Context: an optimization exercise on an open-source flow, tuned for small area. The choices shown serve that exercise and are no tape-out recipe. Only simulation tests tie the RTL to the original design; equivalence was not proved.

## flow/design.v (module list and top-level ports; edited modules follow where they fit)
// module sine_generator: 533 lines
// module carrier_generator: 35 lines
// module pwm_comparator: 47 lines
// module inverter_5level_top: 65 lines
module inverter_5level_top #(
    parameter DATA_WIDTH = 16,
    parameter PHASE_WIDTH = 32,
    parameter DEADTIME_WIDTH = 8,
    parameter CARRIER_DIV_WIDTH = 16
)(
    input  wire                         clk,
    input  wire                         rst_n,
    input  wire                         enable,
    input  wire [PHASE_WIDTH-1:0]       freq_50hz,
    input  wire [DATA_WIDTH-1:0]        modulation_index,
    input  wire [DEADTIME_WIDTH-1:0]    deadtime_cycles,
    input  wire [CARRIER_DIV_WIDTH-1:0] carrier_freq_div,
    output wire                         pwm1_ch1_high,
    output wire                         pwm1_ch1_low,
    output wire                         pwm1_ch2_high,
    output wire                         pwm1_ch2_low,
    output wire                         pwm2_ch1_high,
    output wire                         pwm2_ch1_low,
    output wire                         pwm2_ch2_high,
    output wire                         pwm2_ch2_low,
    output wire                         sync_pulse,
    output wire                         fault
);
  // ...
==> flow/run.sh <==
#!/bin/bash
# synth_recipe.tcl (not shown) runs the flow's synth.tcl, then flattens the netlist and writes it again
# the make line also repeats each setting of config.mk as NAME=value (left out here)
make -C /OpenROAD-flow-scripts/flow DESIGN_CONFIG=/design/flow/config.mk WORK_HOME=/design/flow/orfs CLKGATE_MAP_FILE= SYNTH_SCRIPT=/design/flow/synth_recipe.tcl finish
==> flow/config.mk <==
export PLATFORM = sky130hd
export DESIGN_NAME = inverter_5level_top
export DESIGN_NICKNAME = inverter_5level_top
export VERILOG_FILES = /design/flow/design.v
export SDC_FILE = /design/flow/constraint.sdc
export NUM_CORES = 4
export LEC_CHECK = 0
export CAP_MARGIN = 20
export CORE_MARGIN = 2
export CORE_UTILIZATION = 40
export SLEW_MARGIN = 20
==> flow/constraint.sdc <==
create_clock -name core_clock -period 10.0 [get_ports {clk}]
set_input_delay 2.0000 -clock core_clock [delete_from_list [all_inputs] [get_ports {clk}]]
set_output_delay 2.0000 -clock core_clock [all_outputs]
set_load 0.01 [all_outputs]
==> reports/qor.csv, run 1 <==
metric;value;unit
minimum clock period;8.81;ns
commonest cells after routing, fill and taps aside;nor2_1, inv_1, ha_1;
count leader, synth;nor2_1;
Hold Path Depth;1;
WL final;36200;um
syn nets;1878;
vias in the first global route;11300;
Avg WL per Cell;18.0;um
GR peak layer;met2;
leading area contributor after synthesis;fa_1;
Synth Register Bits;75;
initial antenna violation count;0;
register area;1880;um^2
largest class;multi-input combinational cells;
M2 GR Usage;36.1;%
GRT overflow;0;
run status;finished clean;
Die W;183;um
# clock sinks;75;
Yosys top cell area share;17.7;%
final hold violation count;0;
CTS root buffer;clkbuf_16;
Ports;85;
pre-CTS worst setup slack;1.10;ns
antenna fix cells;0;
CP bufs+invs;8;
Placed Instances;1996;
H-tree levels;3;
post-synthesis mux area share;0.401;%
leading post-synthesis cells by cell area;fa_1, dfrtp_1, ha_1;
clk_skew;0.00888;ns
==> module carrier_generator, before the edit <==
module carrier_generator (
    input  wire        clk,
    input  wire        rst_n,
    input  wire        enable,
    input  wire [15:0] freq_div,
    output wire [15:0] cu,
    output reg         sync_pulse
);
    reg [15:0] counter;
    reg        counter_dir;
    reg        prev_dir;
    wire wrap = (freq_div != 16'd0) && (counter >= freq_div - 16'd1);
    always @(posedge clk or negedge rst_n) begin
        if (!rst_n) begin
            counter     <= 16'd0;
            counter_dir <= 1'b0;
            prev_dir    <= 1'b0;
            sync_pulse  <= 1'b0;
        end else if (enable) begin
            if (wrap) begin
                counter     <= 16'd0;
                counter_dir <= ~counter_dir;
            end else begin
                counter     <= counter + 16'd1;
            end
            prev_dir   <= counter_dir;
            sync_pulse <= ~prev_dir & counter_dir;
        end else begin
            counter     <= 16'd0;
            counter_dir <= 1'b0;
            sync_pulse  <= 1'b0;
        end
    end
    assign cu = counter_dir ? {counter[15], ~counter[14:0]} : counter;
endmodule
==> inputs of run 2 (changes only) <==
==> flow/design.v (replaced) <==
module sine_generator (
    input  wire        clk,
    input  wire        rst_n,
    input  wire        enable,
    input  wire [31:0] freq_increment,
    input  wire [15:0] modulation_index,
    input  wire [15:0] cu,
    output wire        cmp1,
    output wire        cmp2
);
    reg [11:0] ph_low;
    reg [11:0] ph_mid;
    reg        ph_cy;
    reg [7:0]  ph_top;
    wire [11:0] f0 = freq_increment[11:0];
    wire [11:0] f1 = freq_increment[23:12];
    wire [7:0]  f2 = freq_increment[31:24];
    wire [12:0] c0;
    wire [11:0] s0;
    wire [12:0] c1;
    wire [11:0] s1;
    wire [8:0]  c2;
    wire [7:0]  s2;
    assign c0[0] = 1'b0;
    assign c1[0] = ph_cy;
    assign c2[0] = 1'b0;
    genvar gi;
    generate
        for (gi = 0; gi < 12; gi = gi + 1) begin : g_low
            assign s0[gi]   = ph_low[gi] ^ f0[gi] ^ c0[gi];
            assign c0[gi+1] = (ph_low[gi] & f0[gi]) | (ph_low[gi] & c0[gi]) | (f0[gi] & c0[gi]);
            assign s1[gi]   = ph_mid[gi] ^ f1[gi] ^ c1[gi];
            assign c1[gi+1] = (ph_mid[gi] & f1[gi]) | (ph_mid[gi] & c1[gi]) | (f1[gi] & c1[gi]);
        end
        for (gi = 0; gi < 8; gi = gi + 1) begin : g_top
            assign s2[gi]   = ph_top[gi] ^ f2[gi] ^ c2[gi];
            assign c2[gi+1] = (ph_top[gi] & f2[gi]) | (ph_top[gi] & c2[gi]) | (f2[gi] & c2[gi]);
        end
    endgenerate
    wire k_now  = ph_cy & (&ph_mid);
    wire k_next = c0[12] & (&s1);
    wire inc    = k_now ? k_next : (c1[12] | k_next);
    wire [7:0] run;
    assign run[0] = inc;
    generate
        for (gi = 1; gi < 8; gi = gi + 1) begin : g_inc
            assign run[gi] = run[gi-1] & s2[gi-1];
        end
    endgenerate
    wire [7:0] top_next = s2 ^ run;
    always @(posedge clk or negedge rst_n) begin
        if (!rst_n) begin
            ph_low <= 12'd0;
            ph_mid <= 12'd0;
            ph_cy  <= 1'b0;
            ph_top <= 8'd0;
        end else if (enable) begin
            ph_low <= s0;
            ph_mid <= s1;
            ph_cy  <= c0[12];
            ph_top <= top_next;
        end else begin
            ph_low <= 12'd0;
            ph_mid <= 12'd0;
            ph_cy  <= 1'b0;
            ph_top <= 8'd0;
        end
    end
    wire [7:0] p = ph_top;
    wire       s = p[7];
    wire [6:0] idx = p[6] ? (7'd64 - {1'b0, p[5:0]}) : {1'b0, p[5:0]};
    reg [23:0] dg;
    reg [6:0]  zt;
    always @(*) begin
        case (idx)
            7'd0: {zt, dg} = 31'h7f000000;
            7'd1: {zt, dg} = 31'h06221004;
            7'd2: {zt, dg} = 31'h00280112;
            7'd3: {zt, dg} = 31'h02180027;
            7'd4: {zt, dg} = 31'h00442308;
            7'd5: {zt, dg} = 31'h00400f00;
            7'd6: {zt, dg} = 31'h00601902;
            7'd7: {zt, dg} = 31'h00610814;
            7'd8: {zt, dg} = 31'h0e500422;
            7'd9: {zt, dg} = 31'h00042340;
            7'd10: {zt, dg} = 31'h00051042;
            7'd11: {zt, dg} = 31'h00020154;
            7'd12: {zt, dg} = 31'h00300146;
            7'd13: {zt, dg} = 31'h02020065;
            7'd14: {zt, dg} = 31'h02807205;
            7'd15: {zt, dg} = 31'h1e846010;
            7'd16: {zt, dg} = 31'h00904300;
            7'd17: {zt, dg} = 31'h02a04a05;
            7'd18: {zt, dg} = 31'h00815c22;
            7'd19: {zt, dg} = 31'h06944228;
            7'd20: {zt, dg} = 31'h028e2001;
            7'd21: {zt, dg} = 31'h02861001;
            7'd22: {zt, dg} = 31'h00850a10;
            7'd23: {zt, dg} = 31'h02a0040b;
            7'd24: {zt, dg} = 31'h06801224;
            7'd25: {zt, dg} = 31'h00820d30;
            7'd26: {zt, dg} = 31'h00c82100;
            7'd27: {zt, dg} = 31'h00c01900;
            7'd28: {zt, dg} = 31'h00da0500;
            7'd29: {zt, dg} = 31'h02e4100b;
            7'd30: {zt, dg} = 31'h06e20410;
            7'd31: {zt, dg} = 31'h02c80021;
            7'd32: {zt, dg} = 31'h00c10038;
            7'd33: {zt, dg} = 31'h00922d40;
            7'd34: {zt, dg} = 31'h02861841;
            7'd35: {zt, dg} = 31'h00900740;
            7'd36: {zt, dg} = 31'h00a11440;
            7'd37: {zt, dg} = 31'h00b00946;
            7'd38: {zt, dg} = 31'h02841a61;
            7'd39: {zt, dg} = 31'h0083006c;
            7'd40: {zt, dg} = 31'h06800678;
            7'd41: {zt, dg} = 31'h00026184;
            7'd42: {zt, dg} = 31'h00016892;
            7'd43: {zt, dg} = 31'h02085285;
            7'd44: {zt, dg} = 31'h00114884;
            7'd45: {zt, dg} = 31'h060e4090;
            7'd46: {zt, dg} = 31'h00234c80;
            7'd47: {zt, dg} = 31'h00324180;
            7'd48: {zt, dg} = 31'h7e284090;
            7'd49: {zt, dg} = 31'h000057a8;
            7'd50: {zt, dg} = 31'h000241a8;
            7'd51: {zt, dg} = 31'h001140aa;
            7'd52: {zt, dg} = 31'h060042b8;
            7'd53: {zt, dg} = 31'h06083284;
            7'd54: {zt, dg} = 31'h00012086;
            7'd55: {zt, dg} = 31'h02102885;
            7'd56: {zt, dg} = 31'h0011208a;
            7'd57: {zt, dg} = 31'h06002294;
            7'd58: {zt, dg} = 31'h0600229c;
            7'd59: {zt, dg} = 31'h0e001082;
            7'd60: {zt, dg} = 31'h00091084;
            7'd61: {zt, dg} = 31'h0202108d;
            7'd62: {zt, dg} = 31'h00040982;
            7'd63: {zt, dg} = 31'h00030480;
            7'd64: {zt, dg} = 31'h00000180;
            default: {zt, dg} = 31'h00000000;
        endcase
    end
    wire [7:0] dg_p1 = dg[23:16];
    wire [7:0] dg_n1 = dg[15:8];
    wire [7:0] dg_p2 = dg[7:0];
    wire [15:0] m = modulation_index;
    wire [15:0] cx = cu ^ {16{s}};
    wire [7:0]  dn1n = ~dg_n1;
    wire z = zt[0] | (m[14:0] == 15'd0) |
             (zt[1] & (m[13:0] == 14'd0)) |
             (zt[2] & (m[12:0] == 13'd0)) |
             (zt[3] & (m[11:0] == 12'd0)) |
             (zt[4] & (m[10:0] == 11'd0)) |
             (zt[5] & (m[9:0] == 10'd0)) |
             (zt[6] & (m[8:0] == 9'd0));
    wire szn = ~(s & ~z);
    wire pn0_0 = ~((dg_p1[0] & m[0]) | (dg_n1[0] & ~m[0]));
    wire pn0_1 = ~((dg_p1[0] & m[1]) | (dg_n1[0] & ~m[1]) | (dg_p2[0] & m[0]));
    wire pn0_2 = ~((dg_p1[0] & m[2]) | (dg_n1[0] & ~m[2]) | (dg_p2[0] & m[1]));
    wire pn0_3 = ~((dg_p1[0] & m[3]) | (dg_n1[0] & ~m[3]) | (dg_p2[0] & m[2]));
    wire pn0_4 = ~((dg_p1[0] & m[4]) | (dg_n1[0] & ~m[4]) | (dg_p2[0] & m[3]));
    wire pn0_5 = ~((dg_p1[0] & m[5]) | (dg_n1[0] & ~m[5]) | (dg_p2[0] & m[4]));
    wire pn0_6 = ~((dg_p1[0] & m[6]) | (dg_n1[0] & ~m[6]) | (dg_p2[0] & m[5]));
    wire pn0_7 = ~((dg_p1[0] & m[7]) | (dg_n1[0] & ~m[7]) | (dg_p2[0] & m[6]));
    wire pn0_8 = ~((dg_p1[0] & m[8]) | (dg_n1[0] & ~m[8]) | (dg_p2[0] & m[7]));
    wire pn0_9 = ~((dg_p1[0] & m[9]) | (dg_n1[0] & ~m[9]) | (dg_p2[0] & m[8]));
    wire pn0_10 = ~((dg_p1[0] & m[10]) | (dg_n1[0] & ~m[10]) | (dg_p2[0] & m[9]));
    wire pn0_11 = ~((dg_p1[0] & m[11]) | (dg_n1[0] & ~m[11]) | (dg_p2[0] & m[10]));
    wire pn0_12 = ~((dg_p1[0] & m[12]) | (dg_n1[0] & ~m[12]) | (dg_p2[0] & m[11]));
    wire pn0_13 = ~((dg_p1[0] & m[13]) | (dg_n1[0] & ~m[13]) | (dg_p2[0] & m[12]));
    wire pn0_14 = ~((dg_p1[0] & m[14]) | (dg_n1[0] & ~m[14]) | (dg_p2[0] & m[13]));
    wire pn0_15 = ~((dg_p1[0] & m[15]) | (dg_n1[0] & ~m[15]) | (dg_p2[0] & m[14]));
    wire pt0 = (dg_p1[0] & m[15]) | (dg_n1[0] & ~m[15]) | (dg_p2[0] & m[15]);
    wire pn1_0 = ~((dg_p1[1] & m[0]) | (dg_n1[1] & ~m[0]));
    wire pn1_1 = ~((dg_p1[1] & m[1]) | (dg_n1[1] & ~m[1]) | (dg_p2[1] & m[0]));
    wire pn1_2 = ~((dg_p1[1] & m[2]) | (dg_n1[1] & ~m[2]) | (dg_p2[1] & m[1]));
    wire pn1_3 = ~((dg_p1[1] & m[3]) | (dg_n1[1] & ~m[3]) | (dg_p2[1] & m[2]));
    wire pn1_4 = ~((dg_p1[1] & m[4]) | (dg_n1[1] & ~m[4]) | (dg_p2[1] & m[3]));
    wire pn1_5 = ~((dg_p1[1] & m[5]) | (dg_n1[1] & ~m[5]) | (dg_p2[1] & m[4]));
    wire pn1_6 = ~((dg_p1[1] & m[6]) | (dg_n1[1] & ~m[6]) | (dg_p2[1] & m[5]));
    wire pn1_7 = ~((dg_p1[1] & m[7]) | (dg_n1[1] & ~m[7]) | (dg_p2[1] & m[6]));
    wire pn1_8 = ~((dg_p1[1] & m[8]) | (dg_n1[1] & ~m[8]) | (dg_p2[1] & m[7]));
    wire pn1_9 = ~((dg_p1[1] & m[9]) | (dg_n1[1] & ~m[9]) | (dg_p2[1] & m[8]));
    wire pn1_10 = ~((dg_p1[1] & m[10]) | (dg_n1[1] & ~m[10]) | (dg_p2[1] & m[9]));
    wire pn1_11 = ~((dg_p1[1] & m[11]) | (dg_n1[1] & ~m[11]) | (dg_p2[1] & m[10]));
    wire pn1_12 = ~((dg_p1[1] & m[12]) | (dg_n1[1] & ~m[12]) | (dg_p2[1] & m[11]));
    wire pn1_13 = ~((dg_p1[1] & m[13]) | (dg_n1[1] & ~m[13]) | (dg_p2[1] & m[12]));
    wire pn1_14 = ~((dg_p1[1] & m[14]) | (dg_n1[1] & ~m[14]) | (dg_p2[1] & m[13]));
    wire pn1_15 = ~((dg_p1[1] & m[15]) | (dg_n1[1] & ~m[15]) | (dg_p2[1] & m[14]));
    wire pt1 = (dg_p1[1] & m[15]) | (dg_n1[1] & ~m[15]) | (dg_p2[1] & m[15]);
    wire pn2_0 = ~((dg_p1[2] & m[0]) | (dg_n1[2] & ~m[0]));
    wire pn2_1 = ~((dg_p1[2] & m[1]) | (dg_n1[2] & ~m[1]) | (dg_p2[2] & m[0]));
    wire pn2_2 = ~((dg_p1[2] & m[2]) | (dg_n1[2] & ~m[2]) | (dg_p2[2] & m[1]));
    wire pn2_3 = ~((dg_p1[2] & m[3]) | (dg_n1[2] & ~m[3]) | (dg_p2[2] & m[2]));
    wire pn2_4 = ~((dg_p1[2] & m[4]) | (dg_n1[2] & ~m[4]) | (dg_p2[2] & m[3]));
    wire pn2_5 = ~((dg_p1[2] & m[5]) | (dg_n1[2] & ~m[5]) | (dg_p2[2] & m[4]));
    wire pn2_6 = ~((dg_p1[2] & m[6]) | (dg_n1[2] & ~m[6]) | (dg_p2[2] & m[5]));
    wire pn2_7 = ~((dg_p1[2] & m[7]) | (dg_n1[2] & ~m[7]) | (dg_p2[2] & m[6]));
    wire pn2_8 = ~((dg_p1[2] & m[8]) | (dg_n1[2] & ~m[8]) | (dg_p2[2] & m[7]));
    wire pn2_9 = ~((dg_p1[2] & m[9]) | (dg_n1[2] & ~m[9]) | (dg_p2[2] & m[8]));
    wire pn2_10 = ~((dg_p1[2] & m[10]) | (dg_n1[2] & ~m[10]) | (dg_p2[2] & m[9]));
    wire pn2_11 = ~((dg_p1[2] & m[11]) | (dg_n1[2] & ~m[11]) | (dg_p2[2] & m[10]));
    wire pn2_12 = ~((dg_p1[2] & m[12]) | (dg_n1[2] & ~m[12]) | (dg_p2[2] & m[11]));
    wire pn2_13 = ~((dg_p1[2] & m[13]) | (dg_n1[2] & ~m[13]) | (dg_p2[2] & m[12]));
    wire pn2_14 = ~((dg_p1[2] & m[14]) | (dg_n1[2] & ~m[14]) | (dg_p2[2] & m[13]));
    wire pn2_15 = ~((dg_p1[2] & m[15]) | (dg_n1[2] & ~m[15]) | (dg_p2[2] & m[14]));
    wire pt2 = (dg_p1[2] & m[15]) | (dg_n1[2] & ~m[15]) | (dg_p2[2] & m[15]);
    wire pn3_0 = ~((dg_p1[3] & m[0]) | (dg_n1[3] & ~m[0]));
    wire pn3_1 = ~((dg_p1[3] & m[1]) | (dg_n1[3] & ~m[1]) | (dg_p2[3] & m[0]));
    wire pn3_2 = ~((dg_p1[3] & m[2]) | (dg_n1[3] & ~m[2]) | (dg_p2[3] & m[1]));
    wire pn3_3 = ~((dg_p1[3] & m[3]) | (dg_n1[3] & ~m[3]) | (dg_p2[3] & m[2]));
    wire pn3_4 = ~((dg_p1[3] & m[4]) | (dg_n1[3] & ~m[4]) | (dg_p2[3] & m[3]));
    wire pn3_5 = ~((dg_p1[3] & m[5]) | (dg_n1[3] & ~m[5]) | (dg_p2[3] & m[4]));
    wire pn3_6 = ~((dg_p1[3] & m[6]) | (dg_n1[3] & ~m[6]) | (dg_p2[3] & m[5]));
    wire pn3_7 = ~((dg_p1[3] & m[7]) | (dg_n1[3] & ~m[7]) | (dg_p2[3] & m[6]));
    wire pn3_8 = ~((dg_p1[3] & m[8]) | (dg_n1[3] & ~m[8]) | (dg_p2[3] & m[7]));
    wire pn3_9 = ~((dg_p1[3] & m[9]) | (dg_n1[3] & ~m[9]) | (dg_p2[3] & m[8]));
    wire pn3_10 = ~((dg_p1[3] & m[10]) | (dg_n1[3] & ~m[10]) | (dg_p2[3] & m[9]));
    wire pn3_11 = ~((dg_p1[3] & m[11]) | (dg_n1[3] & ~m[11]) | (dg_p2[3] & m[10]));
    wire pn3_12 = ~((dg_p1[3] & m[12]) | (dg_n1[3] & ~m[12]) | (dg_p2[3] & m[11]));
    wire pn3_13 = ~((dg_p1[3] & m[13]) | (dg_n1[3] & ~m[13]) | (dg_p2[3] & m[12]));
    wire pn3_14 = ~((dg_p1[3] & m[14]) | (dg_n1[3] & ~m[14]) | (dg_p2[3] & m[13]));
    wire pn3_15 = ~((dg_p1[3] & m[15]) | (dg_n1[3] & ~m[15]) | (dg_p2[3] & m[14]));
    wire pt3 = (dg_p1[3] & m[15]) | (dg_n1[3] & ~m[15]) | (dg_p2[3] & m[15]);
    wire pn4_0 = ~((dg_p1[4] & m[0]) | (dg_n1[4] & ~m[0]));
    wire pn4_1 = ~((dg_p1[4] & m[1]) | (dg_n1[4] & ~m[1]) | (dg_p2[4] & m[0]));
    wire pn4_2 = ~((dg_p1[4] & m[2]) | (dg_n1[4] & ~m[2]) | (dg_p2[4] & m[1]));
    wire pn4_3 = ~((dg_p1[4] & m[3]) | (dg_n1[4] & ~m[3]) | (dg_p2[4] & m[2]));
    wire pn4_4 = ~((dg_p1[4] & m[4]) | (dg_n1[4] & ~m[4]) | (dg_p2[4] & m[3]));
    wire pn4_5 = ~((dg_p1[4] & m[5]) | (dg_n1[4] & ~m[5]) | (dg_p2[4] & m[4]));
    wire pn4_6 = ~((dg_p1[4] & m[6]) | (dg_n1[4] & ~m[6]) | (dg_p2[4] & m[5]));
    wire pn4_7 = ~((dg_p1[4] & m[7]) | (dg_n1[4] & ~m[7]) | (dg_p2[4] & m[6]));
    wire pn4_8 = ~((dg_p1[4] & m[8]) | (dg_n1[4] & ~m[8]) | (dg_p2[4] & m[7]));
    wire pn4_9 = ~((dg_p1[4] & m[9]) | (dg_n1[4] & ~m[9]) | (dg_p2[4] & m[8]));
    wire pn4_10 = ~((dg_p1[4] & m[10]) | (dg_n1[4] & ~m[10]) | (dg_p2[4] & m[9]));
    wire pn4_11 = ~((dg_p1[4] & m[11]) | (dg_n1[4] & ~m[11]) | (dg_p2[4] & m[10]));
    wire pn4_12 = ~((dg_p1[4] & m[12]) | (dg_n1[4] & ~m[12]) | (dg_p2[4] & m[11]));
    wire pn4_13 = ~((dg_p1[4] & m[13]) | (dg_n1[4] & ~m[13]) | (dg_p2[4] & m[12]));
    wire pn4_14 = ~((dg_p1[4] & m[14]) | (dg_n1[4] & ~m[14]) | (dg_p2[4] & m[13]));
    wire pn4_15 = ~((dg_p1[4] & m[15]) | (dg_n1[4] & ~m[15]) | (dg_p2[4] & m[14]));
    wire pt4 = (dg_p1[4] & m[15]) | (dg_n1[4] & ~m[15]) | (dg_p2[4] & m[15]);
    wire pn5_0 = ~((dg_p1[5] & m[0]) | (dg_n1[5] & ~m[0]));
    wire pn5_1 = ~((dg_p1[5] & m[1]) | (dg_n1[5] & ~m[1]) | (dg_p2[5] & m[0]));
    wire pn5_2 = ~((dg_p1[5] & m[2]) | (dg_n1[5] & ~m[2]) | (dg_p2[5] & m[1]));
    wire pn5_3 = ~((dg_p1[5] & m[3]) | (dg_n1[5] & ~m[3]) | (dg_p2[5] & m[2]));
    wire pn5_4 = ~((dg_p1[5] & m[4]) | (dg_n1[5] & ~m[4]) | (dg_p2[5] & m[3]));
    wire pn5_5 = ~((dg_p1[5] & m[5]) | (dg_n1[5] & ~m[5]) | (dg_p2[5] & m[4]));
    wire pn5_6 = ~((dg_p1[5] & m[6]) | (dg_n1[5] & ~m[6]) | (dg_p2[5] & m[5]));
    wire pn5_7 = ~((dg_p1[5] & m[7]) | (dg_n1[5] & ~m[7]) | (dg_p2[5] & m[6]));
    wire pn5_8 = ~((dg_p1[5] & m[8]) | (dg_n1[5] & ~m[8]) | (dg_p2[5] & m[7]));
    wire pn5_9 = ~((dg_p1[5] & m[9]) | (dg_n1[5] & ~m[9]) | (dg_p2[5] & m[8]));
    wire pn5_10 = ~((dg_p1[5] & m[10]) | (dg_n1[5] & ~m[10]) | (dg_p2[5] & m[9]));
    wire pn5_11 = ~((dg_p1[5] & m[11]) | (dg_n1[5] & ~m[11]) | (dg_p2[5] & m[10]));
    wire pn5_12 = ~((dg_p1[5] & m[12]) | (dg_n1[5] & ~m[12]) | (dg_p2[5] & m[11]));
    wire pn5_13 = ~((dg_p1[5] & m[13]) | (dg_n1[5] & ~m[13]) | (dg_p2[5] & m[12]));
    wire pn5_14 = ~((dg_p1[5] & m[14]) | (dg_n1[5] & ~m[14]) | (dg_p2[5] & m[13]));
    wire pn5_15 = ~((dg_p1[5] & m[15]) | (dg_n1[5] & ~m[15]) | (dg_p2[5] & m[14]));
    wire pt5 = (dg_p1[5] & m[15]) | (dg_n1[5] & ~m[15]) | (dg_p2[5] & m[15]);
    wire pn6_0 = ~((dg_p1[6] & m[0]) | (dg_n1[6] & ~m[0]));
    wire pn6_1 = ~((dg_p1[6] & m[1]) | (dg_n1[6] & ~m[1]) | (dg_p2[6] & m[0]));
    wire pn6_2 = ~((dg_p1[6] & m[2]) | (dg_n1[6] & ~m[2]) | (dg_p2[6] & m[1]));
    wire pn6_3 = ~((dg_p1[6] & m[3]) | (dg_n1[6] & ~m[3]) | (dg_p2[6] & m[2]));
    wire pn6_4 = ~((dg_p1[6] & m[4]) | (dg_n1[6] & ~m[4]) | (dg_p2[6] & m[3]));
    wire pn6_5 = ~((dg_p1[6] & m[5]) | (dg_n1[6] & ~m[5]) | (dg_p2[6] & m[4]));
    wire pn6_6 = ~((dg_p1[6] & m[6]) | (dg_n1[6] & ~m[6]) | (dg_p2[6] & m[5]));
    wire pn6_7 = ~((dg_p1[6] & m[7]) | (dg_n1[6] & ~m[7]) | (dg_p2[6] & m[6]));
    wire pn6_8 = ~((dg_p1[6] & m[8]) | (dg_n1[6] & ~m[8]) | (dg_p2[6] & m[7]));
    wire pn6_9 = ~((dg_p1[6] & m[9]) | (dg_n1[6] & ~m[9]) | (dg_p2[6] & m[8]));
    wire pn6_10 = ~((dg_p1[6] & m[10]) | (dg_n1[6] & ~m[10]) | (dg_p2[6] & m[9]));
    wire pn6_11 = ~((dg_p1[6] & m[11]) | (dg_n1[6] & ~m[11]) | (dg_p2[6] & m[10]));
    wire pn6_12 = ~((dg_p1[6] & m[12]) | (dg_n1[6] & ~m[12]) | (dg_p2[6] & m[11]));
    wire pn6_13 = ~((dg_p1[6] & m[13]) | (dg_n1[6] & ~m[13]) | (dg_p2[6] & m[12]));
    wire pn6_14 = ~((dg_p1[6] & m[14]) | (dg_n1[6] & ~m[14]) | (dg_p2[6] & m[13]));
    wire pn6_15 = ~((dg_p1[6] & m[15]) | (dg_n1[6] & ~m[15]) | (dg_p2[6] & m[14]));
    wire pt6 = (dg_p1[6] & m[15]) | (dg_n1[6] & ~m[15]) | (dg_p2[6] & m[15]);
    wire pn7_0 = ~((dg_p1[7] & m[0]) | (dg_n1[7] & ~m[0]));
    wire pn7_1 = ~((dg_p1[7] & m[1]) | (dg_n1[7] & ~m[1]) | (dg_p2[7] & m[0]));
    wire pn7_2 = ~((dg_p1[7] & m[2]) | (dg_n1[7] & ~m[2]) | (dg_p2[7] & m[1]));
    wire pn7_3 = ~((dg_p1[7] & m[3]) | (dg_n1[7] & ~m[3]) | (dg_p2[7] & m[2]));
    wire pn7_4 = ~((dg_p1[7] & m[4]) | (dg_n1[7] & ~m[4]) | (dg_p2[7] & m[3]));
    wire pn7_5 = ~((dg_p1[7] & m[5]) | (dg_n1[7] & ~m[5]) | (dg_p2[7] & m[4]));
    wire pn7_6 = ~((dg_p1[7] & m[6]) | (dg_n1[7] & ~m[6]) | (dg_p2[7] & m[5]));
    wire pn7_7 = ~((dg_p1[7] & m[7]) | (dg_n1[7] & ~m[7]) | (dg_p2[7] & m[6]));
    wire pn7_8 = ~((dg_p1[7] & m[8]) | (dg_n1[7] & ~m[8]) | (dg_p2[7] & m[7]));
    wire pn7_9 = ~((dg_p1[7] & m[9]) | (dg_n1[7] & ~m[9]) | (dg_p2[7] & m[8]));
    wire pn7_10 = ~((dg_p1[7] & m[10]) | (dg_n1[7] & ~m[10]) | (dg_p2[7] & m[9]));
    wire pn7_11 = ~((dg_p1[7] & m[11]) | (dg_n1[7] & ~m[11]) | (dg_p2[7] & m[10]));
    wire pn7_12 = ~((dg_p1[7] & m[12]) | (dg_n1[7] & ~m[12]) | (dg_p2[7] & m[11]));
    wire pn7_13 = ~((dg_p1[7] & m[13]) | (dg_n1[7] & ~m[13]) | (dg_p2[7] & m[12]));
    wire pn7_14 = ~((dg_p1[7] & m[14]) | (dg_n1[7] & ~m[14]) | (dg_p2[7] & m[13]));
    wire pn7_15 = ~((dg_p1[7] & m[15]) | (dg_n1[7] & ~m[15]) | (dg_p2[7] & m[14]));
    wire pt7 = (dg_p1[7] & m[15]) | (dg_n1[7] & ~m[15]) | (dg_p2[7] & m[15]);
    wire hs1 = ~(pn0_15 ^ pn1_13);
    wire hc2 = pn0_15 | pn1_13;
    wire fs3 = pt0 ^ pn1_14 ^ pn2_12;
    wire fc4 = (pt0 & pn1_14) | (pt0 & pn2_12) | (pn1_14 & pn2_12);
    wire hs5 = ~(pn1_15 ^ pn2_13);
    wire hc6 = pn1_15 | pn2_13;
    wire hs7 = ~(pn0_10 ^ pn1_8);
    wire hc8 = pn0_10 | pn1_8;
    wire hs9 = ~(pn0_11 ^ pn1_9);
    wire hc10 = pn0_11 | pn1_9;
    wire fs11 = pn0_12 ^ pn1_10 ^ pn2_8;
    wire fc12 = (pn0_12 & pn1_10) | (pn0_12 & pn2_8) | (pn1_10 & pn2_8);
    wire hs13 = ~(pn3_6 ^ pn4_4);
    wire hc14 = pn3_6 | pn4_4;
    wire fs15 = pn0_13 ^ pn1_11 ^ pn2_9;
    wire fc16 = (pn0_13 & pn1_11) | (pn0_13 & pn2_9) | (pn1_11 & pn2_9);
    wire hs17 = ~(pn3_7 ^ pn4_5);
    wire hc18 = pn3_7 | pn4_5;
    wire fs19 = pn0_14 ^ pn1_12 ^ pn2_10;
    wire fc20 = (pn0_14 & pn1_12) | (pn0_14 & pn2_10) | (pn1_12 & pn2_10);
    wire fs21 = pn3_8 ^ pn4_6 ^ pn5_4;
    wire fc22 = (pn3_8 & pn4_6) | (pn3_8 & pn5_4) | (pn4_6 & pn5_4);
    wire hs23 = ~(pn6_2 ^ pn7_0);
    wire hc24 = pn6_2 | pn7_0;
    wire fs25 = hs1 ^ pn2_11 ^ pn3_9;
    wire fc26 = (hs1 & pn2_11) | (hs1 & pn3_9) | (pn2_11 & pn3_9);
    wire fs27 = pn4_7 ^ pn5_5 ^ pn6_3;
    wire fc28 = (pn4_7 & pn5_5) | (pn4_7 & pn6_3) | (pn5_5 & pn6_3);
    wire fs29 = pn7_1 ^ szn ^ cx[0];
    wire fc30 = (pn7_1 & szn) | (pn7_1 & cx[0]) | (szn & cx[0]);
    wire fs31 = hc2 ^ fs3 ^ pn3_10;
    wire fc32 = (hc2 & fs3) | (hc2 & pn3_10) | (fs3 & pn3_10);
    wire fs33 = pn4_8 ^ pn5_6 ^ pn6_4;
    wire fc34 = (pn4_8 & pn5_6) | (pn4_8 & pn6_4) | (pn5_6 & pn6_4);
    wire fs35 = pn7_2 ^ cx[1] ^ 1'b0;
    wire fc36 = (pn7_2 & cx[1]) | (pn7_2 & 1'b0) | (cx[1] & 1'b0);
    wire fs37 = fc4 ^ hs5 ^ pn3_11;
    wire fc38 = (fc4 & hs5) | (fc4 & pn3_11) | (hs5 & pn3_11);
    wire fs39 = pn4_9 ^ pn5_7 ^ pn6_5;
    wire fc40 = (pn4_9 & pn5_7) | (pn4_9 & pn6_5) | (pn5_7 & pn6_5);
    wire fs41 = pn7_3 ^ cx[2] ^ 1'b0;
    wire fc42 = (pn7_3 & cx[2]) | (pn7_3 & 1'b0) | (cx[2] & 1'b0);
    wire fs43 = hc6 ^ pt1 ^ pn2_14;
    wire fc44 = (hc6 & pt1) | (hc6 & pn2_14) | (pt1 & pn2_14);
    wire fs45 = pn3_12 ^ pn4_10 ^ pn5_8;
    wire fc46 = (pn3_12 & pn4_10) | (pn3_12 & pn5_8) | (pn4_10 & pn5_8);
    wire fs47 = pn6_6 ^ pn7_4 ^ cx[3];
    wire fc48 = (pn6_6 & pn7_4) | (pn6_6 & cx[3]) | (pn7_4 & cx[3]);
    wire fs49 = pn2_15 ^ pn3_13 ^ pn4_11;
    wire fc50 = (pn2_15 & pn3_13) | (pn2_15 & pn4_11) | (pn3_13 & pn4_11);
    wire fs51 = pn5_9 ^ pn6_7 ^ pn7_5;
    wire fc52 = (pn5_9 & pn6_7) | (pn5_9 & pn7_5) | (pn6_7 & pn7_5);
    wire hs53 = ~(cx[4] ^ 1'b0);
    wire hc54 = cx[4] | 1'b0;
    wire fs55 = pt2 ^ pn3_14 ^ pn4_12;
    wire fc56 = (pt2 & pn3_14) | (pt2 & pn4_12) | (pn3_14 & pn4_12);
    wire fs57 = pn5_10 ^ pn6_8 ^ pn7_6;
    wire fc58 = (pn5_10 & pn6_8) | (pn5_10 & pn7_6) | (pn6_8 & pn7_6);
    wire fs59 = pn3_15 ^ pn4_13 ^ pn5_11;
    wire fc60 = (pn3_15 & pn4_13) | (pn3_15 & pn5_11) | (pn4_13 & pn5_11);
    wire hs61 = ~(pn6_9 ^ pn7_7);
    wire hc62 = pn6_9 | pn7_7;
    wire fs63 = pt3 ^ pn4_14 ^ pn5_12;
    wire fc64 = (pt3 & pn4_14) | (pt3 & pn5_12) | (pn4_14 & pn5_12);
    wire hs65 = ~(pn4_15 ^ pn5_13);
    wire hc66 = pn4_15 | pn5_13;
    wire hs67 = ~(pn0_6 ^ pn1_4);
    wire hc68 = pn0_6 | pn1_4;
    wire hs69 = ~(pn0_7 ^ pn1_5);
    wire hc70 = pn0_7 | pn1_5;
    wire fs71 = pn0_8 ^ pn1_6 ^ pn2_4;
    wire fc72 = (pn0_8 & pn1_6) | (pn0_8 & pn2_4) | (pn1_6 & pn2_4);
    wire hs73 = ~(pn3_2 ^ pn4_0);
    wire hc74 = pn3_2 | pn4_0;
    wire fs75 = pn0_9 ^ pn1_7 ^ pn2_5;
    wire fc76 = (pn0_9 & pn1_7) | (pn0_9 & pn2_5) | (pn1_7 & pn2_5);
    wire hs77 = ~(pn3_3 ^ pn4_1);
    wire hc78 = pn3_3 | pn4_1;
    wire fs79 = hs7 ^ pn2_6 ^ pn3_4;
    wire fc80 = (hs7 & pn2_6) | (hs7 & pn3_4) | (pn2_6 & pn3_4);
    wire fs81 = pn4_2 ^ pn5_0 ^ dn1n[5];
    wire fc82 = (pn4_2 & pn5_0) | (pn4_2 & dn1n[5]) | (pn5_0 & dn1n[5]);
    wire fs83 = hc8 ^ hs9 ^ pn2_7;
    wire fc84 = (hc8 & hs9) | (hc8 & pn2_7) | (hs9 & pn2_7);
    wire fs85 = pn3_5 ^ pn4_3 ^ pn5_1;
    wire fc86 = (pn3_5 & pn4_3) | (pn3_5 & pn5_1) | (pn4_3 & pn5_1);
    wire fs87 = hc10 ^ fs11 ^ hs13;
    wire fc88 = (hc10 & fs11) | (hc10 & hs13) | (fs11 & hs13);
    wire fs89 = pn5_2 ^ pn6_0 ^ dn1n[6];
    wire fc90 = (pn5_2 & pn6_0) | (pn5_2 & dn1n[6]) | (pn6_0 & dn1n[6]);
    wire fs91 = fc12 ^ hc14 ^ fs15;
    wire fc92 = (fc12 & hc14) | (fc12 & fs15) | (hc14 & fs15);
    wire fs93 = hs17 ^ pn5_3 ^ pn6_1;
    wire fc94 = (hs17 & pn5_3) | (hs17 & pn6_1) | (pn5_3 & pn6_1);
    wire fs95 = fc16 ^ hc18 ^ fs19;
    wire fc96 = (fc16 & hc18) | (fc16 & fs19) | (hc18 & fs19);
    wire fs97 = fs21 ^ hs23 ^ dn1n[7];
    wire fc98 = (fs21 & hs23) | (fs21 & dn1n[7]) | (hs23 & dn1n[7]);
    wire fs99 = fc20 ^ fc22 ^ hc24;
    wire fc100 = (fc20 & fc22) | (fc20 & hc24) | (fc22 & hc24);
    wire fs101 = fs25 ^ fs27 ^ fs29;
    wire fc102 = (fs25 & fs27) | (fs25 & fs29) | (fs27 & fs29);
    wire fs103 = fc26 ^ fc28 ^ fc30;
    wire fc104 = (fc26 & fc28) | (fc26 & fc30) | (fc28 & fc30);
    wire fs105 = fs31 ^ fs33 ^ fs35;
    wire fc106 = (fs31 & fs33) | (fs31 & fs35) | (fs33 & fs35);
    wire fs107 = fc32 ^ fc34 ^ fc36;
    wire fc108 = (fc32 & fc34) | (fc32 & fc36) | (fc34 & fc36);
    wire fs109 = fs37 ^ fs39 ^ fs41;
    wire fc110 = (fs37 & fs39) | (fs37 & fs41) | (fs39 & fs41);
    wire fs111 = fc38 ^ fc40 ^ fc42;
    wire fc112 = (fc38 & fc40) | (fc38 & fc42) | (fc40 & fc42);
    wire fs113 = fs43 ^ fs45 ^ fs47;
    wire fc114 = (fs43 & fs45) | (fs43 & fs47) | (fs45 & fs47);
    wire fs115 = fc44 ^ fc46 ^ fc48;
    wire fc116 = (fc44 & fc46) | (fc44 & fc48) | (fc46 & fc48);
    wire fs117 = fs49 ^ fs51 ^ hs53;
    wire fc118 = (fs49 & fs51) | (fs49 & hs53) | (fs51 & hs53);
    wire fs119 = fc50 ^ fc52 ^ hc54;
    wire fc120 = (fc50 & fc52) | (fc50 & hc54) | (fc52 & hc54);
    wire fs121 = fs55 ^ fs57 ^ cx[5];
    wire fc122 = (fs55 & fs57) | (fs55 & cx[5]) | (fs57 & cx[5]);
    wire fs123 = fc56 ^ fc58 ^ fs59;
    wire fc124 = (fc56 & fc58) | (fc56 & fs59) | (fc58 & fs59);
    wire fs125 = hs61 ^ cx[6] ^ 1'b0;
    wire fc126 = (hs61 & cx[6]) | (hs61 & 1'b0) | (cx[6] & 1'b0);
    wire fs127 = fc60 ^ hc62 ^ fs63;
    wire fc128 = (fc60 & hc62) | (fc60 & fs63) | (hc62 & fs63);
    wire fs129 = pn6_10 ^ pn7_8 ^ cx[7];
    wire fc130 = (pn6_10 & pn7_8) | (pn6_10 & cx[7]) | (pn7_8 & cx[7]);
    wire fs131 = fc64 ^ hs65 ^ pn6_11;
    wire fc132 = (fc64 & hs65) | (fc64 & pn6_11) | (hs65 & pn6_11);
    wire fs133 = pn7_9 ^ cx[8] ^ 1'b0;
    wire fc134 = (pn7_9 & cx[8]) | (pn7_9 & 1'b0) | (cx[8] & 1'b0);
    wire fs135 = hc66 ^ pt4 ^ pn5_14;
    wire fc136 = (hc66 & pt4) | (hc66 & pn5_14) | (pt4 & pn5_14);
    wire fs137 = pn6_12 ^ pn7_10 ^ cx[9];
    wire fc138 = (pn6_12 & pn7_10) | (pn6_12 & cx[9]) | (pn7_10 & cx[9]);
    wire fs139 = pn5_15 ^ pn6_13 ^ pn7_11;
    wire fc140 = (pn5_15 & pn6_13) | (pn5_15 & pn7_11) | (pn6_13 & pn7_11);
    wire hs141 = ~(cx[10] ^ 1'b0);
    wire hc142 = cx[10] | 1'b0;
    wire fs143 = pt5 ^ pn6_14 ^ pn7_12;
    wire fc144 = (pt5 & pn6_14) | (pt5 & pn7_12) | (pn6_14 & pn7_12);
    wire hs145 = ~(pn6_15 ^ pn7_13);
    wire hc146 = pn6_15 | pn7_13;
    wire hs147 = ~(pn0_4 ^ pn1_2);
    wire hc148 = pn0_4 | pn1_2;
    wire hs149 = ~(pn0_5 ^ pn1_3);
    wire hc150 = pn0_5 | pn1_3;
    wire fs151 = hs67 ^ pn2_2 ^ pn3_0;
    wire fc152 = (hs67 & pn2_2) | (hs67 & pn3_0) | (pn2_2 & pn3_0);
    wire fs153 = hc68 ^ hs69 ^ pn2_3;
    wire fc154 = (hc68 & hs69) | (hc68 & pn2_3) | (hs69 & pn2_3);
    wire fs155 = hc70 ^ fs71 ^ hs73;
    wire fc156 = (hc70 & fs71) | (hc70 & hs73) | (fs71 & hs73);
    wire fs157 = fc72 ^ hc74 ^ fs75;
    wire fc158 = (fc72 & hc74) | (fc72 & fs75) | (hc74 & fs75);
    wire fs159 = fc76 ^ hc78 ^ fs79;
    wire fc160 = (fc76 & hc78) | (fc76 & fs79) | (hc78 & fs79);
    wire fs161 = fc80 ^ fc82 ^ fs83;
    wire fc162 = (fc80 & fc82) | (fc80 & fs83) | (fc82 & fs83);
    wire fs163 = fc84 ^ fc86 ^ fs87;
    wire fc164 = (fc84 & fc86) | (fc84 & fs87) | (fc86 & fs87);
    wire fs165 = fc88 ^ fc90 ^ fs91;
    wire fc166 = (fc88 & fc90) | (fc88 & fs91) | (fc90 & fs91);
    wire fs167 = fc92 ^ fc94 ^ fs95;
    wire fc168 = (fc92 & fc94) | (fc92 & fs95) | (fc94 & fs95);
    wire fs169 = fc96 ^ fc98 ^ fs99;
    wire fc170 = (fc96 & fc98) | (fc96 & fs99) | (fc98 & fs99);
    wire fs171 = fc100 ^ fc102 ^ fs103;
    wire fc172 = (fc100 & fc102) | (fc100 & fs103) | (fc102 & fs103);
    wire fs173 = fc104 ^ fc106 ^ fs107;
    wire fc174 = (fc104 & fc106) | (fc104 & fs107) | (fc106 & fs107);
    wire fs175 = fc108 ^ fc110 ^ fs111;
    wire fc176 = (fc108 & fc110) | (fc108 & fs111) | (fc110 & fs111);
    wire fs177 = fc112 ^ fc114 ^ fs115;
    wire fc178 = (fc112 & fc114) | (fc112 & fs115) | (fc114 & fs115);
    wire fs179 = fc116 ^ fc118 ^ fs119;
    wire fc180 = (fc116 & fc118) | (fc116 & fs119) | (fc118 & fs119);
    wire fs181 = fc120 ^ fc122 ^ fs123;
    wire fc182 = (fc120 & fc122) | (fc120 & fs123) | (fc122 & fs123);
    wire fs183 = fc124 ^ fc126 ^ fs127;
    wire fc184 = (fc124 & fc126) | (fc124 & fs127) | (fc126 & fs127);
    wire fs185 = fc128 ^ fc130 ^ fs131;
    wire fc186 = (fc128 & fc130) | (fc128 & fs131) | (fc130 & fs131);
    wire fs187 = fc132 ^ fc134 ^ fs135;
    wire fc188 = (fc132 & fc134) | (fc132 & fs135) | (fc134 & fs135);
    wire fs189 = fc136 ^ fc138 ^ fs139;
    wire fc190 = (fc136 & fc138) | (fc136 & fs139) | (fc138 & fs139);
    wire fs191 = fc140 ^ hc142 ^ fs143;
    wire fc192 = (fc140 & hc142) | (fc140 & fs143) | (hc142 & fs143);
    wire fs193 = fc144 ^ hs145 ^ cx[12];
    wire fc194 = (fc144 & hs145) | (fc144 & cx[12]) | (hs145 & cx[12]);
    wire fs195 = hc146 ^ pt6 ^ pn7_14;
    wire fc196 = (hc146 & pt6) | (hc146 & pn7_14) | (pt6 & pn7_14);
    wire hs197 = ~(pn7_15 ^ cx[14]);
    wire hc198 = pn7_15 | cx[14];
    wire hs199 = ~(pn0_2 ^ pn1_0);
    wire hc200 = pn0_2 | pn1_0;
    wire hs201 = ~(pn0_3 ^ pn1_1);
    wire hc202 = pn0_3 | pn1_1;
    wire fs203 = hs147 ^ pn2_0 ^ dn1n[2];
    wire fc204 = (hs147 & pn2_0) | (hs147 & dn1n[2]) | (pn2_0 & dn1n[2]);
    wire fs205 = hc148 ^ hs149 ^ pn2_1;
    wire fc206 = (hc148 & hs149) | (hc148 & pn2_1) | (hs149 & pn2_1);
    wire fs207 = hc150 ^ fs151 ^ dn1n[3];
    wire fc208 = (hc150 & fs151) | (hc150 & dn1n[3]) | (fs151 & dn1n[3]);
    wire fs209 = fc152 ^ fs153 ^ pn3_1;
    wire fc210 = (fc152 & fs153) | (fc152 & pn3_1) | (fs153 & pn3_1);
    wire fs211 = fc154 ^ fs155 ^ dn1n[4];
    wire fc212 = (fc154 & fs155) | (fc154 & dn1n[4]) | (fs155 & dn1n[4]);
    wire fs213 = fc156 ^ fs157 ^ hs77;
    wire fc214 = (fc156 & fs157) | (fc156 & hs77) | (fs157 & hs77);
    wire fs215 = fc158 ^ fs159 ^ fs81;
    wire fc216 = (fc158 & fs159) | (fc158 & fs81) | (fs159 & fs81);
    wire fs217 = fc160 ^ fs161 ^ fs85;
    wire fc218 = (fc160 & fs161) | (fc160 & fs85) | (fs161 & fs85);
    wire fs219 = fc162 ^ fs163 ^ fs89;
    wire fc220 = (fc162 & fs163) | (fc162 & fs89) | (fs163 & fs89);
    wire fs221 = fc164 ^ fs165 ^ fs93;
    wire fc222 = (fc164 & fs165) | (fc164 & fs93) | (fs165 & fs93);
    wire fs223 = fc166 ^ fs167 ^ fs97;
    wire fc224 = (fc166 & fs167) | (fc166 & fs97) | (fs167 & fs97);
    wire fs225 = fc168 ^ fs169 ^ fs101;
    wire fc226 = (fc168 & fs169) | (fc168 & fs101) | (fs169 & fs101);
    wire fs227 = fc170 ^ fs171 ^ fs105;
    wire fc228 = (fc170 & fs171) | (fc170 & fs105) | (fs171 & fs105);
    wire fs229 = fc172 ^ fs173 ^ fs109;
    wire fc230 = (fc172 & fs173) | (fc172 & fs109) | (fs173 & fs109);
    wire fs231 = fc174 ^ fs175 ^ fs113;
    wire fc232 = (fc174 & fs175) | (fc174 & fs113) | (fs175 & fs113);
    wire fs233 = fc176 ^ fs177 ^ fs117;
    wire fc234 = (fc176 & fs177) | (fc176 & fs117) | (fs177 & fs117);
    wire fs235 = fc178 ^ fs179 ^ fs121;
    wire fc236 = (fc178 & fs179) | (fc178 & fs121) | (fs179 & fs121);
    wire fs237 = fc180 ^ fs181 ^ fs125;
    wire fc238 = (fc180 & fs181) | (fc180 & fs125) | (fs181 & fs125);
    wire fs239 = fc182 ^ fs183 ^ fs129;
    wire fc240 = (fc182 & fs183) | (fc182 & fs129) | (fs183 & fs129);
    wire fs241 = fc184 ^ fs185 ^ fs133;
    wire fc242 = (fc184 & fs185) | (fc184 & fs133) | (fs185 & fs133);
    wire fs243 = fc186 ^ fs187 ^ fs137;
    wire fc244 = (fc186 & fs187) | (fc186 & fs137) | (fs187 & fs137);
    wire fs245 = fc188 ^ fs189 ^ hs141;
    wire fc246 = (fc188 & fs189) | (fc188 & hs141) | (fs189 & hs141);
    wire fs247 = fc190 ^ fs191 ^ cx[11];
    wire fc248 = (fc190 & fs191) | (fc190 & cx[11]) | (fs191 & cx[11]);
    wire fs249 = fc192 ^ fs193 ^ 1'b0;
    wire fc250 = (fc192 & fs193) | (fc192 & 1'b0) | (fs193 & 1'b0);
    wire fs251 = fc194 ^ fs195 ^ cx[13];
    wire fc252 = (fc194 & fs195) | (fc194 & cx[13]) | (fs195 & cx[13]);
    wire fs253 = fc196 ^ hs197 ^ 1'b0;
    wire fc254 = (fc196 & hs197) | (fc196 & 1'b0) | (hs197 & 1'b0);
    wire fs255 = hc198 ^ pt7 ^ 1'b0;
    wire fc256 = (hc198 & pt7) | (hc198 & 1'b0) | (pt7 & 1'b0);
    wire [31:0] ra = {fc256, fc254, fc252, fc250, fc248, fc246, fc244, fc242, fc240, fc238, fc236, fc234, fc232, fc230, fc228, fc226, fc224, fc222, fc220, fc218, fc216, fc214, fc212, fc210, fc208, fc206, fc204, hc202, hc200, hs199, pn0_1, pn0_0};
    wire [31:0] rb = {1'b1, fs255, fs253, fs251, fs249, fs247, fs245, fs243, fs241, fs239, fs237, fs235, fs233, fs231, fs229, fs227, fs225, fs223, fs221, fs219, fs217, fs215, fs213, fs211, fs209, fs207, fs205, fs203, hs201, dn1n[1], 1'b1, dn1n[0]};
    wire [29:0] cg = ~(ra[29:0] | rb[29:0]);
    wire [29:0] cp = ~(ra[29:0] & rb[29:0]);
    wire tg0_0 = cg[1] | (cp[1] & cg[0]);
    wire tg0_1 = cg[3] | (cp[3] & cg[2]);
    wire tp0_1 = cp[3] & cp[2];
    wire tg0_2 = cg[5] | (cp[5] & cg[4]);
    wire tp0_2 = cp[5] & cp[4];
    wire tg0_3 = cg[7] | (cp[7] & cg[6]);
    wire tp0_3 = cp[7] & cp[6];
    wire tg0_4 = cg[9] | (cp[9] & cg[8]);
    wire tp0_4 = cp[9] & cp[8];
    wire tg0_5 = cg[11] | (cp[11] & cg[10]);
    wire tp0_5 = cp[11] & cp[10];
    wire tg0_6 = cg[13] | (cp[13] & cg[12]);
    wire tp0_6 = cp[13] & cp[12];
    wire tg0_7 = cg[15] | (cp[15] & cg[14]);
    wire tp0_7 = cp[15] & cp[14];
    wire tg0_8 = cg[17] | (cp[17] & cg[16]);
    wire tp0_8 = cp[17] & cp[16];
    wire tg0_9 = cg[19] | (cp[19] & cg[18]);
    wire tp0_9 = cp[19] & cp[18];
    wire tg0_10 = cg[21] | (cp[21] & cg[20]);
    wire tp0_10 = cp[21] & cp[20];
    wire tg0_11 = cg[23] | (cp[23] & cg[22]);
    wire tp0_11 = cp[23] & cp[22];
    wire tg0_12 = cg[25] | (cp[25] & cg[24]);
    wire tp0_12 = cp[25] & cp[24];
    wire tg0_13 = cg[27] | (cp[27] & cg[26]);
    wire tp0_13 = cp[27] & cp[26];
    wire tg0_14 = cg[29] | (cp[29] & cg[28]);
    wire tp0_14 = cp[29] & cp[28];
    wire tg1_0 = tg0_1 | (tp0_1 & tg0_0);
    wire tg1_1 = tg0_3 | (tp0_3 & tg0_2);
    wire tp1_1 = tp0_3 & tp0_2;
    wire tg1_2 = tg0_5 | (tp0_5 & tg0_4);
    wire tp1_2 = tp0_5 & tp0_4;
    wire tg1_3 = tg0_7 | (tp0_7 & tg0_6);
    wire tp1_3 = tp0_7 & tp0_6;
    wire tg1_4 = tg0_9 | (tp0_9 & tg0_8);
    wire tp1_4 = tp0_9 & tp0_8;
    wire tg1_5 = tg0_11 | (tp0_11 & tg0_10);
    wire tp1_5 = tp0_11 & tp0_10;
    wire tg1_6 = tg0_13 | (tp0_13 & tg0_12);
    wire tp1_6 = tp0_13 & tp0_12;
    wire tg2_0 = tg1_1 | (tp1_1 & tg1_0);
    wire tg2_1 = tg1_3 | (tp1_3 & tg1_2);
    wire tp2_1 = tp1_3 & tp1_2;
    wire tg2_2 = tg1_5 | (tp1_5 & tg1_4);
    wire tp2_2 = tp1_5 & tp1_4;
    wire tg2_3 = tg0_14 | (tp0_14 & tg1_6);
    wire tp2_3 = tp0_14 & tp1_6;
    wire tg3_0 = tg2_1 | (tp2_1 & tg2_0);
    wire tg3_1 = tg2_3 | (tp2_3 & tg2_2);
    wire tp3_1 = tp2_3 & tp2_2;
    wire tg4_0 = tg3_1 | (tp3_1 & tg3_0);
    wire        k30 = tg4_0;
    wire        e2 = cx[15];
    wire        e1 = ~cx[15];
    wire [1:0]  t2 = (~ra[30]) + (~rb[30]) + e2 + k30;
    wire [1:0]  t1 = (~ra[30]) + (~rb[30]) + e1 + k30;
    wire        d31_2 = ra[31] ^ rb[31] ^ t2[1];
    wire        d31_1 = ra[31] ^ rb[31] ^ t1[1];
    assign cmp2 = ~(s ^ d31_2);
    assign cmp1 = ~(s ^ d31_1);
endmodule
module carrier_generator (
    input  wire        clk,
    input  wire        rst_n,
    input  wire        enable,
    input  wire [15:0] freq_div,
    output wire [15:0] cu,
    output reg         sync_pulse
);
    reg [15:0] counter;
    reg        counter_dir;
    reg        prev_dir;
    wire [16:0] cnt_inc;
    assign cnt_inc[0] = 1'b1;
    wire [15:0] cnt_plus1;
    genvar gi;
    generate
        for (gi = 0; gi < 16; gi = gi + 1) begin : g_inc
            assign cnt_plus1[gi]  = counter[gi] ^ cnt_inc[gi];
            assign cnt_inc[gi+1]  = counter[gi] & cnt_inc[gi];
        end
    endgenerate
    wire wrap = (|freq_div) && (cnt_inc[16] || (cnt_plus1 >= freq_div));
    always @(posedge clk or negedge rst_n) begin
        if (!rst_n) begin
            counter     <= 16'd0;
            counter_dir <= 1'b0;
            prev_dir    <= 1'b0;
            sync_pulse  <= 1'b0;
        end else if (enable) begin
            if (wrap) begin
                counter     <= 16'd0;
                counter_dir <= ~counter_dir;
            end else begin
                counter     <= cnt_plus1;
            end
            prev_dir   <= counter_dir;
            sync_pulse <= ~prev_dir & counter_dir;
        end else begin
            counter     <= 16'd0;
            counter_dir <= 1'b0;
            sync_pulse  <= 1'b0;
        end
    end
    assign cu = counter_dir ? {counter[15], ~counter[14:0]} : counter;
endmodule
module pwm_comparator #(
    parameter RESET_CMP = 1'b0
)(
    input  wire       clk,
    input  wire       rst_n,
    input  wire       enable,
    input  wire       cmp_next,
    input  wire [7:0] deadtime,
    output wire       pwm_high,
    output wire       pwm_low
);
    reg       cmp;
    reg       pwm_raw;
    reg       pwm_raw_prev;
    reg [7:0] deadtime_counter;
    reg       out_en;
    always @(posedge clk or negedge rst_n) begin
        if (!rst_n) begin
            cmp              <= RESET_CMP;
            pwm_raw          <= 1'b0;
            pwm_raw_prev     <= 1'b0;
            deadtime_counter <= 8'd0;
            out_en           <= 1'b0;
        end else if (enable) begin
            cmp          <= cmp_next;
            pwm_raw      <= cmp;
            pwm_raw_prev <= pwm_raw;
            if (pwm_raw != pwm_raw_prev) begin
                deadtime_counter <= deadtime;
                out_en           <= 1'b0;
            end else if (deadtime_counter != 8'd0) begin
                deadtime_counter <= deadtime_counter - 8'd1;
                out_en           <= 1'b0;
            end else begin
                out_en           <= 1'b1;
            end
        end else begin
            cmp              <= RESET_CMP;
            pwm_raw          <= 1'b0;
            pwm_raw_prev     <= 1'b0;
            deadtime_counter <= 8'd0;
            out_en           <= 1'b0;
        end
    end
    assign pwm_high = out_en & pwm_raw_prev;
    assign pwm_low  = out_en & ~pwm_raw_prev;
endmodule
module inverter_5level_top #(
    parameter DATA_WIDTH = 16,
    parameter PHASE_WIDTH = 32,
    parameter DEADTIME_WIDTH = 8,
    parameter CARRIER_DIV_WIDTH = 16
)(
    input  wire                         clk,
    input  wire                         rst_n,
    input  wire                         enable,
    input  wire [PHASE_WIDTH-1:0]       freq_50hz,
    input  wire [DATA_WIDTH-1:0]        modulation_index,
    input  wire [DEADTIME_WIDTH-1:0]    deadtime_cycles,
    input  wire [CARRIER_DIV_WIDTH-1:0] carrier_freq_div,
    output wire                         pwm1_ch1_high,
    output wire                         pwm1_ch1_low,
    output wire                         pwm1_ch2_high,
    output wire                         pwm1_ch2_low,
    output wire                         pwm2_ch1_high,
    output wire                         pwm2_ch1_low,
    output wire                         pwm2_ch2_high,
    output wire                         pwm2_ch2_low,
    output wire                         sync_pulse,
    output wire                         fault
);
    wire [15:0] cu;
    wire        cmp1, cmp2;
    carrier_generator carrier_gen (
        .clk        (clk),
        .rst_n      (rst_n),
        .enable     (enable),
        .freq_div   (carrier_freq_div),
        .cu         (cu),
        .sync_pulse (sync_pulse)
    );
    sine_generator sine_gen (
        .clk              (clk),
        .rst_n            (rst_n),
        .enable           (enable),
        .freq_increment   (freq_50hz),
        .modulation_index (modulation_index),
        .cu               (cu),
        .cmp1             (cmp1),
        .cmp2             (cmp2)
    );
    wire h1, l1, h2, l2;
    pwm_comparator #(.RESET_CMP(1'b1)) pwm1 (
        .clk (clk), .rst_n (rst_n), .enable (enable),
        .cmp_next (cmp1), .deadtime (deadtime_cycles),
        .pwm_high (h1), .pwm_low (l1)
    );
    pwm_comparator #(.RESET_CMP(1'b0)) pwm2 (
        .clk (clk), .rst_n (rst_n), .enable (enable),
        .cmp_next (cmp2), .deadtime (deadtime_cycles),
        .pwm_high (h2), .pwm_low (l2)
    );
    assign pwm1_ch1_high = h1;
    assign pwm1_ch1_low  = l1;
    assign pwm1_ch2_high = h1;
    assign pwm1_ch2_low  = l1;
    assign pwm2_ch1_high = h2;
    assign pwm2_ch1_low  = l2;
    assign pwm2_ch2_high = h2;
    assign pwm2_ch2_low  = l2;
    assign fault = 1'b0;
endmodule
==> flow/flow/run.sh (new file) <==
#!/bin/bash
# Own layout flow: the standard flow (standard.sh) with two changes:
#  - synthesis maps logic with an area-oriented ABC script (flow/abc_area.script)
#    instead of ORFS's speed script; registers are mapped as before (dfflibmap
#    runs before ABC), so their names and cells match the standard synthesis;
#  - port buffers are sky130_fd_sc_hd__buf_1 (every port still gets one).
# Each tool's output is in orfs/logs/...; make's own output goes to flow_make.log.
set -euo pipefail
here=$(pwd)
rm -rf "$here/scripts_area"
cp -r "$FLOW_HOME/scripts" "$here/scripts_area"
cp "$here/flow/abc_area.script" "$here/scripts_area/abc_area.script"
bash standard.sh \
  SCRIPTS_DIR="$here/scripts_area" \
  ABC_AREA=1 \
  BUFFER_PORTS_ARGS="-buffer_cell sky130_fd_sc_hd__buf_1" \
  finish > "$here/flow_make.log" 2>&1
==> flow/flow/abc_area.script (new file) <==
strash
&get -n
&deepsyn -T 60
&put
dch
map -a
topo
stime -c
==> flow/standard.sh (new file) <==
#!/bin/bash
# synth_recipe.tcl (not shown) runs the flow's synth.tcl, then flattens the netlist and writes it again
# the make line also repeats each setting of config.mk as NAME=value (left out here)
make -C /OpenROAD-flow-scripts/flow DESIGN_CONFIG=/design/flow/config.mk WORK_HOME=/design/flow/orfs CLKGATE_MAP_FILE= SYNTH_SCRIPT=/design/flow/synth_recipe.tcl "${@:-finish}"
removed: flow/run.sh
==> run 2 against run 1 <==
Net effect: clock skew is 0.0025 ns lower; sequential cell count is 1 higher; worst setup slack worse by 0.42 ns; first-iteration DRC count is 16% higher; count of clock-buffer cells in the layout stayed put; sequential share of layout area is 2.6 points higher; non-clock buffer count is 8 higher; synthesized cell count is 15% lower; critical endpoint unchanged.
==> reports/qor.csv, run 2 <==
metric;value;unit;change
run status;finished clean;;unchanged
Cell Rows;59;;was 65
full die area;28000;um^2;was 33400 um^2
Cell Area, Synth;10700;um^2;was 12800 um^2
worst reg-to-reg path cell count;42;;was 35
TritonCTS clock tree;yes;;unchanged
Core ar.;26100;um^2;was 31500 um^2
CTS root buffer;clkbuf_16;;unchanged
vias in the first global route;10600;;was 11300
Die W;167;um;was 183 um
clock-pin slew on the worst setup and hold paths;0.06;ns;was 0.07 ns
commonest cells after routing, fill and taps aside;clkinv_1, nor2_1, nand2_1;;was nor2_1, inv_1, ha_1
total track usage;24.5;%;was 22.5%
IO buf count;83;;unchanged
most common cell after layout, fill and taps aside;clkinv_1;;was nor2_1
Post-synth EDFFs;0;;unchanged
Worst Hold Launch;carrier_gen.prev_dir;;unchanged
count leader, synth;clkinv_1;;was nor2_1
Post-DP Area;11800;um^2;was 14000 um^2
CP startpoint kind;flop;;unchanged
crit share post-route;92.3;%;was 88.1%
cell family with most CP delay;adder cells;;unchanged
Yosys warnings;4;;unchanged
Max stage delay on crit path;0.54;ns;was 0.52 ns
minimum clock period;9.23;ns;was 8.81 ns
routability cong.;0.988;;was 0.897
antenna viol nets, final;0;;unchanged
clk_skew;0.00634;ns;was 0.00888 ns
largest net degree at the start of global routing;77;;was 76
max reg flops;16;;was 32
Ports;85;;unchanged
# clock sinks;76;;was 75
Largest Register;carrier_gen.counter;;was sine_gen.phase_acc
Avg Cell Area, Syn;7.96;um^2;was 8.14 um^2
reg-to-reg setup timing slack;0.77;ns;was 1.19 ns
RR Endpoint;pwm2.cmp;;unchanged
reg2reg start;sine_gen.ph_top[0];;was sine_gen.phase_acc[24]
drt initial violations;1044;;was 900
leading area contributor after synthesis;fa_1;;unchanged
DR vias/cell;5.61;;was 5.74
capturing element type of the critical path;flop;;unchanged
starting density of the core;40.9;%;was 40.6%
Avg WL per Cell;18.1;um;was 18.0 um
most frequent cells after synthesis;clkinv_1, nor2_1, nand2_1;;was nor2_1, inv_1, ha_1
max cap viols;0;;unchanged
first-pass GRT wire length;55000;um;was 60600 um
critical path's slowest cell;fa_1;;unchanged
cell mode on critical path;clkinv_1;;was inv_1
fin worst setup slack;0.772;ns;was 1.19 ns
Worst-Skew Late Latency;0.34;ns;about the same
die height;167;um;was 183 um
final hold violation count;0;;unchanged
Hold EP;carrier_gen.sync_pulse;;unchanged
Hold Path Depth;1;;unchanged
sequential fraction of the synthesis area;17.8;%;was 14.7%
CTS max path bufs;2;;unchanged
CP max FO;9;;was 16
largest registers;carrier_gen.counter: 16 flops, sine_gen.ph_low: 12 flops, sine_gen.ph_mid: 12 flops;;was sine_gen.phase_acc: 32 flops, carrier_gen.counter: 16 flops
DRT Pass-1 Iters;16;;was 7
initial antenna violation count;0;;unchanged
Cell variety after synth;38;;was 74
Max-slew headroom;36.0;%;was 34.1%
# DRC;0;;unchanged
Post-Layout Inst Area;12100;um^2;was 14400 um^2
pre-CTS worst setup slack;0.434;ns;was 1.10 ns
Nets;1765;;was 1913
Max Clk Rate;108;MHz;was 114 MHz
critical path class;reg -> reg;;unchanged
ys flop type;dfrtp_1;;unchanged
WL final;33000;um;was 36200 um
post-DP HPWL;26600;um;was 27500 um
syn nets;1625;;was 1878
leading post-synthesis cells by cell area;fa_1, dfrtp_1, clkinv_1;;was fa_1, dfrtp_1, ha_1
critical path data arrival time;9.47;ns;was 9.02 ns
Syn Inst Count;1342;;was 1571
slew at the pin with the worst max-slew slack;0.961;ns;was 0.986 ns
CTS Buf Count;9;;unchanged
Final Util;46.3;%;was 45.6%
layout cells sized above 1;5.25;%;was 5.90%
GRT overflow;0;;unchanged
Critical Path RT;10.24;ns;was 10.22 ns
Yosys top cell area share;24.0;%;was 17.7%
CP bufs+invs;11;;was 8
Hold/Removal Path Class;reg -> reg;;unchanged
# hold bufs at CTS;0;;unchanged
ys async rst share;100;%;unchanged
area grow syn2layout;13.3;%;was 12.4%
H-tree levels;3;;unchanged
Vias;10200;;was 11500
Slew Limit Fails;0;;unchanged
final setup violation count;0;;unchanged
Synth Register Bits;76;;was 75
[run 2: changes by cell type in the layout (fill, tap and decap cells not counted), sizes merged, moves of 26 or more]
cell	previous run	this run
clkinv	3	316
inv	177	0
buf	44	133
clkdlybuf4s50	82	0
a221o	53	0
o221ai	3	54
xnor2	58	12
o22ai	5	49
ha	119	80
nand2	112	146
nor2	202	170
o21ai	100	71
a211oi	26	0
[run 2: how the worst max path moves through the flow]
stage / cells after the start / slack [ns] / from / endpoint
after floorplan: 28 / 0.83 / freq_50hz[12] / sine_gen.ph_top[7]
after global placement: 29 / 0.46 / freq_50hz[12] / sine_gen.ph_top[7]
after detailed placement: 29 / 0.43 / freq_50hz[12] / sine_gen.ph_top[7]
after CTS: 40 / 0.76 / sine_gen.ph_top[0] / pwm2.cmp
after global routing: 42 / -0.03 / sine_gen.ph_top[0] / pwm2.cmp
final: 42 / 0.77 / sine_gen.ph_top[0] / pwm2.cmp
[run 2: cell families (layout without fill, tap and decap cells)]
kind of cell | Yosys count | after routing | share of synthesized area [%]
AND/OR/NAND/NOR | 383 | 383 | 14.6
XOR/XNOR | 27 | 27 | 2.21
flip-flops | 76 | 76 | 17.8
AO/OA/AOI/OAI | 330 | 330 | 20.7
other | 1 | 2 | 0.0351
buffers and inverters | 317 | 462 | 11.3
adder cells (fa/ha/maj) | 208 | 208 | 33.3
[run 2: worst register-to-register path: cells and delay by family, from the launching register on]
kind                     cells  cell delay, ns
flip-flops                   1            0.38
AO/OA/AOI/OAI               15            2.58
buffers and inverters       11            1.66
AND/OR/NAND/NOR              9            1.60
adder cells (fa/ha/maj)      7            2.93
[run 2: per-stage QoR]
stage | instances | TNS, ns | hold WS, ns
6_report | 1823 | 0 | 0.425
5_1_grt | 1822 | -0.0315 | 0.459
4_1_cts | 1820 | 0 | 0.427
3_5_place_dp | 1804 | 0 | 0.424
3_3_place_gp | 1804 | 0 | 0.423
2_1_floorplan | 1342 | 0 | 0.404
[run 2: layout make-up]
| type | instances | area, um^2 |
|---|---|---|
| Antenna cell | 1 | 2.50 |
| Clock buffer | 9 | 225 |
| Clock inverter | 7 | 91.3 |
| Fill cell | 2669 | 14000 |
| Inverter | 312 | 1170 |
| Multi-Input combinational cell | 949 | 7600 |
| Sequential cell | 76 | 1900 |
| Tap cell | 335 | 419 |
| Timing Repair Buffer | 134 | 698 |
[run 2: what timing repair did]
action | in CTS | in global routing
setup buffers | 0 | 2
resized for setup | 0 | 1
hold endpoints to repair | 0 | 0
endpoints found under the setup margin | 0 | 2
[run 2: routing by layer]
| layer | GRT usage, % | vias to the layer above | wire length (um) |
|---|---|---|---|
| met5 | 0 | - | 0 |
| met4 | 12.2 | 0 | 1440 |
| met3 | 3.17 | 102 | 2440 |
| met2 | 40.3 | 442 | 15300 |
| met1 | 32.0 | 4880 | 13800 |
| li1 | - | 4811 | - |

-- afterwards: timing with drivers on the ports --
Ports are ideal in the flow. The routed layouts listed here were re-timed in OpenROAD. Step 1 (the two cells are an assumption about what drives the block):
set clk [get_ports {clk}]
set_driving_cell -lib_cell sky130_fd_sc_hd__clkbuf_16 $clk
set_driving_cell -lib_cell sky130_fd_sc_hd__buf_2 [delete_from_list [all_inputs] $clk]
Step 2 times the ports against the registers' clock, not the clock port: input delays grow and output delays shrink by t, the midpoint of the rising clock arrivals with the driver on. Three values: no drivers, after step 1, after step 2; two values: the first two.
run	t, ns	setup WS [ns]	worst setup path at the end
run 1	0.378	1.194 / 1.194 / 1.194	register to register
run 2	0.378	0.772 / 0.772 / 0.464	input to register
After both steps setup and hold are still met in every run listed. For run 2, which loses most, drivers alone change the setup slack by 0.000 ns; drivers and shift together by -0.308 ns.
